What follows belongs to an exercise in optimizing a design on an open flow for small area; a production flow would make more cautious choices.
Function was checked by simulation only, so behaviour that the tests miss may differ from the original.

`flow/design.v`:
```
`timescale 1ns / 1ps
module Top(
    input CLK,RST,BTNC,BTNU,BTNL,BTNR,BTND,
    input [15:0] SW,
    output [15:0] LED,
    output [7:0] SSEG_CA,
    output [7:0] SSEG_AN
    );
    localparam [4:0] S_IDLE = 5'd0,  S_SHOW = 5'd9,  S_GUESS = 5'd10,
                     S_WRONG = 5'd11, S_RIGHT = 5'd12, S_SLA = 5'd13,
                     S_SLB = 5'd14, S_NEXT = 5'd20, S_WINL = 5'd21,
                     S_WIND = 5'd22, S_LOSEL = 5'd23, S_LOSED = 5'd24,
                     S_DEAD = 5'd31;
    localparam [1:0] CL_FLASH = 2'd0, CL_GUESS = 2'd1, CL_WIN = 2'd2,
                     CL_LOSE = 2'd3;
    reg [20:0] C;
    wire tick = C[1] & C[0];
    wire fl   = C[4];
    wire sl   = C[6];
    wire slow = C[7];
    wire [2:0] pt = C[4:2];
    always @(posedge CLK)
        if (RST) C <= 21'd1;
        else     C <= C + 21'd1;
    reg [4:0] st;
    reg [1:0] ig, id;           
    reg [2:0] sp;               
    reg       ans, act;         
    reg [1:0] cl;               
    reg [3:0] sh;               
    reg [3:0] val;
    reg [3:0] u7, u6, u5;       
    reg [2:0] r0;               
    reg [2:0] r1;
    reg [3:0] r2, r3;
    reg l15, l0, lmid, lodd, leven;
    reg [2:0] pp;               
    reg       dir;
    wire [3:0] rd0 = {r0[2], r0[1], 1'b1, r0[0]};
    wire [3:0] rd1 = {r1, 1'b1};
    reg [3:0] nv;
    integer j;
    always @(*) begin
        nv = val;
        for (j = 0; j < 16; j = j + 1)
            if (SW[j]) nv = j[3:0];
    end
    reg [3:0] rsel;
    always @(*)
        case (id)
            2'd0: rsel = rd0;
            2'd1: rsel = rd1;
            2'd2: rsel = r2;
            default: rsel = r3;
        endcase
    wire [2:0] sp_next = sp - 3'd1;
    always @(posedge CLK) begin
        if (RST) begin
            st <= S_IDLE;
            cl <= CL_FLASH;
            sh <= 4'd8;
            ig <= 2'd0;
            id <= 2'd0;
            act <= 1'b0;
            val <= 4'd0;
            {l15, l0, lmid, lodd, leven} <= 5'b00000;
        end
        else if (tick) begin
            case (st)
            S_IDLE: begin
                cl <= CL_FLASH;
                sh <= 4'd8;
                ig <= 2'd0;
                id <= 2'd0;
                if (BTNC) begin
                    st <= 5'd1;
                    r0 <= {C[2], C[4], C[3]};
                    r1 <= {C[6], C[7], C[19]};
                    r2 <= {C[5], C[9], C[13], C[20]};
                    r3 <= {C[8], C[11], C[16], C[12]};
                end
            end
            5'd1, 5'd2, 5'd3, 5'd4, 5'd5, 5'd6, 5'd7, 5'd8: begin
                cl <= CL_FLASH;
                sh <= {1'b0, st[2:0] - 3'd1};
                if (fl != st[0]) st <= st + 5'd1;
            end
            S_SHOW: begin
                if (fl) begin
                    cl <= CL_FLASH;
                    sh <= BTNR ? 4'd4 : 4'd8;
                end
                else begin
                    cl <= CL_GUESS;
                    ans <= BTNR;
                    ig <= 2'd0;
                    id <= 2'd3;
                    act <= 1'b0;
                    st <= S_GUESS;
                end
            end
            S_GUESS: begin
                if (BTND && slow) begin
                    val <= nv;
                    case (ig)
                        2'd0: u7 <= nv;
                        2'd1: u6 <= nv;
                        2'd2: u5 <= nv;
                        default: ;
                    endcase
                    sp <= {1'b1, ~ig};
                    act <= 1'b1;
                    if (nv > rsel) begin
                        {l15, l0, lmid, lodd, leven} <= 5'b10000;
                        st <= S_WRONG;
                    end
                    else if (nv < rsel) begin
                        {l15, l0, lmid, lodd, leven} <= 5'b01000;
                        st <= S_WRONG;
                    end
                    else begin
                        {l15, l0, lmid, lodd, leven} <= 5'b11111;
                        st <= S_RIGHT;
                    end
                end
            end
            S_WRONG: begin
                if (!slow && !BTND) begin
                    if (ig == 2'd3) st <= S_LOSEL;
                    else begin
                        ig <= ig + 2'd1;
                        act <= 1'b0;
                        st <= S_GUESS;
                    end
                end
            end
            S_RIGHT: begin
                if (!sl) st <= S_SLA;
            end
            S_SLA, S_SLB: begin
                if (sl == (st == S_SLA)) begin
                    {l15, l0, lmid, lodd, leven} <= 5'b00000;
                    sp <= sp_next;
                    if (sp_next == {1'b0, id}) st <= S_NEXT;
                    else st <= (st == S_SLA) ? S_SLB : S_SLA;
                end
            end
            S_NEXT: begin
                if (!sl) begin
                    act <= 1'b0;
                    ig <= 2'd0;
                    id <= id - 2'd1;
                    if (id == 2'd0) begin
                        ans <= 1'b1;
                        st <= S_WINL;
                    end
                    else st <= S_GUESS;
                end
            end
            S_WINL: begin
                if (slow) begin
                    {l15, l0, lmid, lodd, leven} <= 5'b01011;
                    cl <= CL_FLASH;
                    sh <= 4'd4;
                    st <= BTNC ? 5'd1 : S_WIND;
                end
                else if (BTNC) st <= S_IDLE;
            end
            S_WIND: begin
                if (!slow) begin
                    {l15, l0, lmid, lodd, leven} <= 5'b00000;
                    cl <= CL_WIN;
                    st <= BTNC ? S_DEAD : S_WINL;
                end
                else if (BTNC) st <= S_IDLE;
            end
            S_LOSEL: begin
                if (slow) cl <= CL_LOSE;
                if (BTNC) st <= S_IDLE;
                else if (slow) st <= S_LOSED;
            end
            S_LOSED: begin
                if (!slow) begin
                    cl <= CL_FLASH;
                    sh <= 4'd4;
                end
                if (BTNC) st <= S_IDLE;
                else if (!slow) st <= S_LOSEL;
            end
            default: begin
                {l15, l0, lmid, lodd, leven} <= 5'b00010;
            end
            endcase
        end
    end
    always @(posedge CLK)
        if (RST) begin
            pp  <= 3'd7;
            dir <= 1'b1;
        end
        else if (C[7:0] == 8'h81 && st != S_DEAD) begin
            pp  <= dir ? pp + 3'd1 : pp - 3'd1;
            dir <= (id == 2'd0);
        end
    assign LED = {l15, {7{lmid}}, {4{lodd, leven}}} | {15'd0, l0};
    wire [3:0] t = {1'b0, pt} + sh;
    reg [1:0] ri;
    reg [3:0] rv;
    always @(*) begin
        ri = (cl == CL_FLASH) ? t[1:0] : pt[1:0];
        case (ri)
            2'd0: rv = rd0;
            2'd1: rv = rd1;
            2'd2: rv = r2;
            default: rv = r3;
        endcase
    end
    reg en;
    reg [3:0] dg;
    always @(*) begin
        en = 1'b0;
        dg = 4'h0;
        case (cl)
        CL_FLASH: begin
            if (t[3:2] == 2'b01) begin en = 1'b1; dg = rv; end
        end
        CL_GUESS: begin
            if (act && pt == sp) begin en = 1'b1; dg = val; end
            else if (!pt[2]) begin
                if (ans || pt[1:0] > id) begin en = 1'b1; dg = rv; end
            end
            else if (~pt[1:0] < ig) begin
                en = 1'b1;
                case (pt[1:0])
                    2'd3: dg = u7;
                    2'd2: dg = u6;
                    default: dg = u5;
                endcase
            end
        end
        CL_WIN: begin
            if (pt == 3'd6) begin en = 1'b1; dg = {1'b0, pp}; end
            else if (pt[2:1] == 2'b10) en = 1'b1;
        end
        default: begin
            en = 1'b1;
            if (!pt[2]) dg = rv;
            else if (pt == 3'd7) dg = 4'hF;
        end
        endcase
    end
    reg [6:0] seg;
    always @(*)
        case (dg)
            4'h0: seg = 7'b0111111;
            4'h1: seg = 7'b0000110;
            4'h2: seg = 7'b1011011;
            4'h3: seg = 7'b1001111;
            4'h4: seg = 7'b1100110;
            4'h5: seg = 7'b1101101;
            4'h6: seg = 7'b1111101;
            4'h7: seg = 7'b0000111;
            4'h8: seg = 7'b1111111;
            4'h9: seg = 7'b1100111;
            4'hA: seg = 7'b1110111;
            4'hB: seg = 7'b1111100;
            4'hC: seg = 7'b0111001;
            4'hD: seg = 7'b1011110;
            4'hE: seg = 7'b1111001;
            default: seg = 7'b1110001;
        endcase
    assign SSEG_CA = {1'b1, ~seg};
    assign SSEG_AN = ~({7'd0, en} << pt);
endmodule
```
`flow/run.sh`:
```
#!/bin/bash
# synth_recipe.tcl (not shown) runs the flow's synth.tcl, then flattens the netlist and writes it again
# the make line also repeats each setting of config.mk as NAME=value (left out here)
make -C /OpenROAD-flow-scripts/flow DESIGN_CONFIG=/design/flow/config.mk WORK_HOME=/design/flow/orfs CLKGATE_MAP_FILE= SYNTH_SCRIPT=/design/flow/synth_recipe.tcl finish
```
`flow/config.mk`:
```
export PLATFORM = sky130hd
export DESIGN_NAME = Top
export DESIGN_NICKNAME = Top
export VERILOG_FILES = /design/flow/design.v
export SDC_FILE = /design/flow/constraint.sdc
export NUM_CORES = 4
export LEC_CHECK = 0
export CAP_MARGIN = 20
export CORE_MARGIN = 2
export CORE_UTILIZATION = 40
export SLEW_MARGIN = 20
```
`flow/constraint.sdc`:
```
create_clock -name core_clock -period 8.0 [get_ports {CLK}]
set_input_delay 1.6000 -clock core_clock [delete_from_list [all_inputs] [get_ports {CLK}]]
set_output_delay 1.6000 -clock core_clock [all_outputs]
set_load 0.01 [all_outputs]
```
==> results.txt <==
[cells in the mapped netlist (9+ instances only)]
library cell   n  area share (%)
nor3_1        17             1.5
nand4_1       12             1.3
dfxtp_1       50              17
clkbuf_1      26             1.7
o21ai_0       38             3.3
ha_1          32             6.9
nand2_1       62             4.0
inv_1         32             2.1
buf_4         18             2.3
edfxtp_1      30              16
mux2i_1       12             2.1
xor2_1        17             2.6
nand2b_1       9            0.97
nor2_1        65             4.2
a21oi_1       45             3.9
nor2b_1       13             1.4
xnor2_1       15             2.3
nand3_1       26             2.3
or3_1         10             1.1
[final timing paths]
path / start / slack [ns] / cells after the start / end
max: C[3] / 1.37 / 12 / SSEG_CA[1]
min reg2reg: C[0] / 0.42 / 1 / C[0]
min: C[0] / 0.42 / 1 / C[0]
max reg2reg: id[0] / 4.84 / 12 / lmid
[cell usage in the layout (no fill, tap or decap), types with 9 or more instances in the layout]
master,count
a21oi_1,45
clkbuf_16,10
clkdlybuf4s50_1,50
dfxtp_1,50
edfxtp_1,30
ha_1,32
inv_1,32
mux2i_1,12
nand2_1,62
nand2b_1,9
nand3_1,26
nand4_1,12
nor2_1,65
nor2b_1,13
nor3_1,17
o21ai_0,38
or3_1,10
xnor2_1,15
xor2_1,17
[cell type report]
class	count	area (sq um)	area share (%)
clock buffers	10	250	3.81
clock inverters	6	76.3	1.16
inverters	32	120	1.83
multi-input cells	528	3470	52.8
flip-flops and latches	80	1900	28.9
well taps	180	225	3.42
repair buffers	54	531	8.07
[per-layer routing]
layer | vias to the layer above | GRT usage [%] | wire length [um]
li1 | 2531 | - | -
met1 | 2457 | 28.2 | 7250
met2 | 205 | 35.6 | 7260
met3 | 33 | 3.75 | 1010
met4 | 0 | 9.76 | 490
met5 | - | 0 | 0
[worst max-delay path, cell delays in order (launching register included)]
cell and delay [ns]:
dfxtp_1 0.87, inv_1 0.32, fa_1 0.57, or3_1 0.45, a211o_1 0.33, nand3_1 0.11
a221oi_1 0.11, nor3b_1 0.49, inv_1 0.13, ha_1 0.29, mux2_2 0.27, o21ai_0 0.16
clkdlybuf4s50_1 0.56
[power breakdown]
part           total, mW  switching (mW)  internal (mW)
clock              0.460           0.192          0.268
sequential         0.433         0.00764          0.426
combinational      0.137          0.0805         0.0563
[sequential cells by signal, summed over array words and instances (netlist names), 4 cells and up]
| name | cells |
|---|---|
| C | 21 |
| r2 | 4 |
| r3 | 4 |
| sh | 4 |
| st | 5 |
| u5 | 4 |
| u6 | 4 |
| u7 | 4 |
| val | 4 |
[logic make-up after synthesis]
kind of cell / count (synthesis)
muxes: 13
AOI/OAI and AO/OA: 180
and+or+nand+nor: 268
DFF: 80
other: 1
xor gates and xnor gates: 32
adders and majority gates: 34
buffers and inverters: 87
==> impl_metrics.csv <==
group,metric,value,unit
critical_path,cp_data_arrival_time,5.03,ns
critical_path,cp.required,6.40,ns
yosys,yosys.area_share.xor_xnor,4.85,%
final_layout,final_cells,890,
die,pin_count,55,
placed_design,hpwl,11.6,mm
detailed_routing,drt_first_pass_iters,5,
sta,drv_slew,0,
yosys,synth_edf_count,30,
global_routing,grt_pass1_wl,25.9,mm
die,rows,43,
sta,fin_crit,6.63,ns
detailed_routing,initialDrtViolationCount,335,
power_and_ir_drop,vdd_ir_drop_max,0.0865,mV
clocking,clock_sinks,80,
sta,finalHoldViolCount,0,
clocking,clk_pin_slew,0.07,ns
yosys,synthCells,695,
yosys,synthAdderAreaFrac,7.63,%
yosys,synth_seq_cells,80,
sta,tightest_slew,0.910,ns
clocking,clkLatencyLatePin,0.36,ns
placed_design,portBuffers,51,
critical_path,path_class,"reg -> out",
die,die_x,124,um
global_routing,grt_overflow_total,0,
yosys,synth.net_count,752,
sta,relSlewSlack,38.9,%
sta,max_freq,151,MHz
sta,fin_ws,1.37,ns
power_and_ir_drop,p_total,1.03,mW
sta,fin_hold_ws,0.424,ns
sta,tns,0,ns
die,core,14000,sq um
final_layout,utilization,47.0,%
global_routing,grt_max_degree,58,
global_routing,antenna_found_initial,0,
clocking,cts.htree.levels,3,
power_and_ir_drop,leakagePower,2.32,nW
yosys,synth_top_family_by_area,"simple AND/OR/NAND/NOR gates",
sta,post-route-period-util,82.9,%
status,status,"no timing/DRC/antenna violations",
yosys,synth.area.mux_share,2.27,%
final_layout,fin_area,6580,sq um
die,initial_core_util,41.3,%
clocking,cts-root-buf,"clkbuf_16",
final_layout,antenna_cells,0,
yosys,yosysWarnings,1,
final_layout,fillers,1374,
critical_path,end_kind,"primary output",
critical_path,startpoint_type,"flop",
sta,setup_viol,0,
yosys,synth.distinct_cells,79,
final_layout,final_layout_size_suffix_gt1_share,5.21,%
placed_design,gp_congestion,0.892,
sta,rsz0062_at_grt,"false",
die,die-area,15400,sq um
yosys,ys.flop_type,"dfxtp_1",
clocking,ctsHoldBuffers,0,
detailed_routing,drc,0,
placed_design,placed_cells,874,
yosys,synthArstFlopShare,0,%
global_routing,grt_use_total,21.8,%
detailed_routing,drtAntennaViolNets,0,
yosys,synth-seq-area-share,32.9,%
final_layout,fin_nets,762,
global_routing,grt_pass1_vias,5109,
detailed_routing,routed_wl,16.0,mm
yosys,synth_area,5780,sq um
clocking,cts_resized,0,
yosys,synth-compound-area-share,21.2,%
placed_design,placed_area,6240,sq um
detailed_routing,via_per_inst,5.87,
yosys,avgSynthCellArea,8.31,sq um
power_and_ir_drop,power_density,157,nW/um^2
clocking,numCtsBuffers,9,
critical_path,worstPathMaxFanout,21,
yosys,synth-simple-area-share,23.8,%
placed_design,dp_slack,1.70,ns
detailed_routing,vias,5226,
flow_run,max_cap_violations,0,
worst_hold_path,min_path_type,"reg -> reg",
clocking,cts_tree,"done",
detailed_routing,wire_per_inst,18.0,um
clocking,cts_setup_buffers,0,
die,die_h,124,um
sta,finalClockSkew,0.00990,ns
final_layout,area_delta_synth_final,13.9,%
clocking,clock_path_buffers,2,

==> static timing again, ports no longer ideal <==
The results above use ideal ports. As a check the final layout listed here was re-extracted and re-timed, cells and wires unchanged.
Step 1 sets driving cells, clkbuf_16 on the clock port and buf_2 on the other inputs (assumed; they add their load-dependent delay and slew).
Step 2 moves the port delays by t, midway between the first and last clock arrival at a register: inputs arrive t later, outputs are due t later. That takes back most of the time a late clock gives input paths.
a / b / c = ideal ports / drivers / drivers and shift; a / b = the first two.
t (ns): 0.391
setup slack, ns: 1.371 / 1.330 / 1.721
hold WS [ns]: 0.424 / 0.424 / 0.424
latest minus earliest clock arrival (ns): 0.010 / 0.010
cell pins on the clock port's net: 1
After both steps this run still meets setup and hold. For this run, drivers alone change the setup slack by -0.041 ns; drivers and shift together by +0.350 ns.
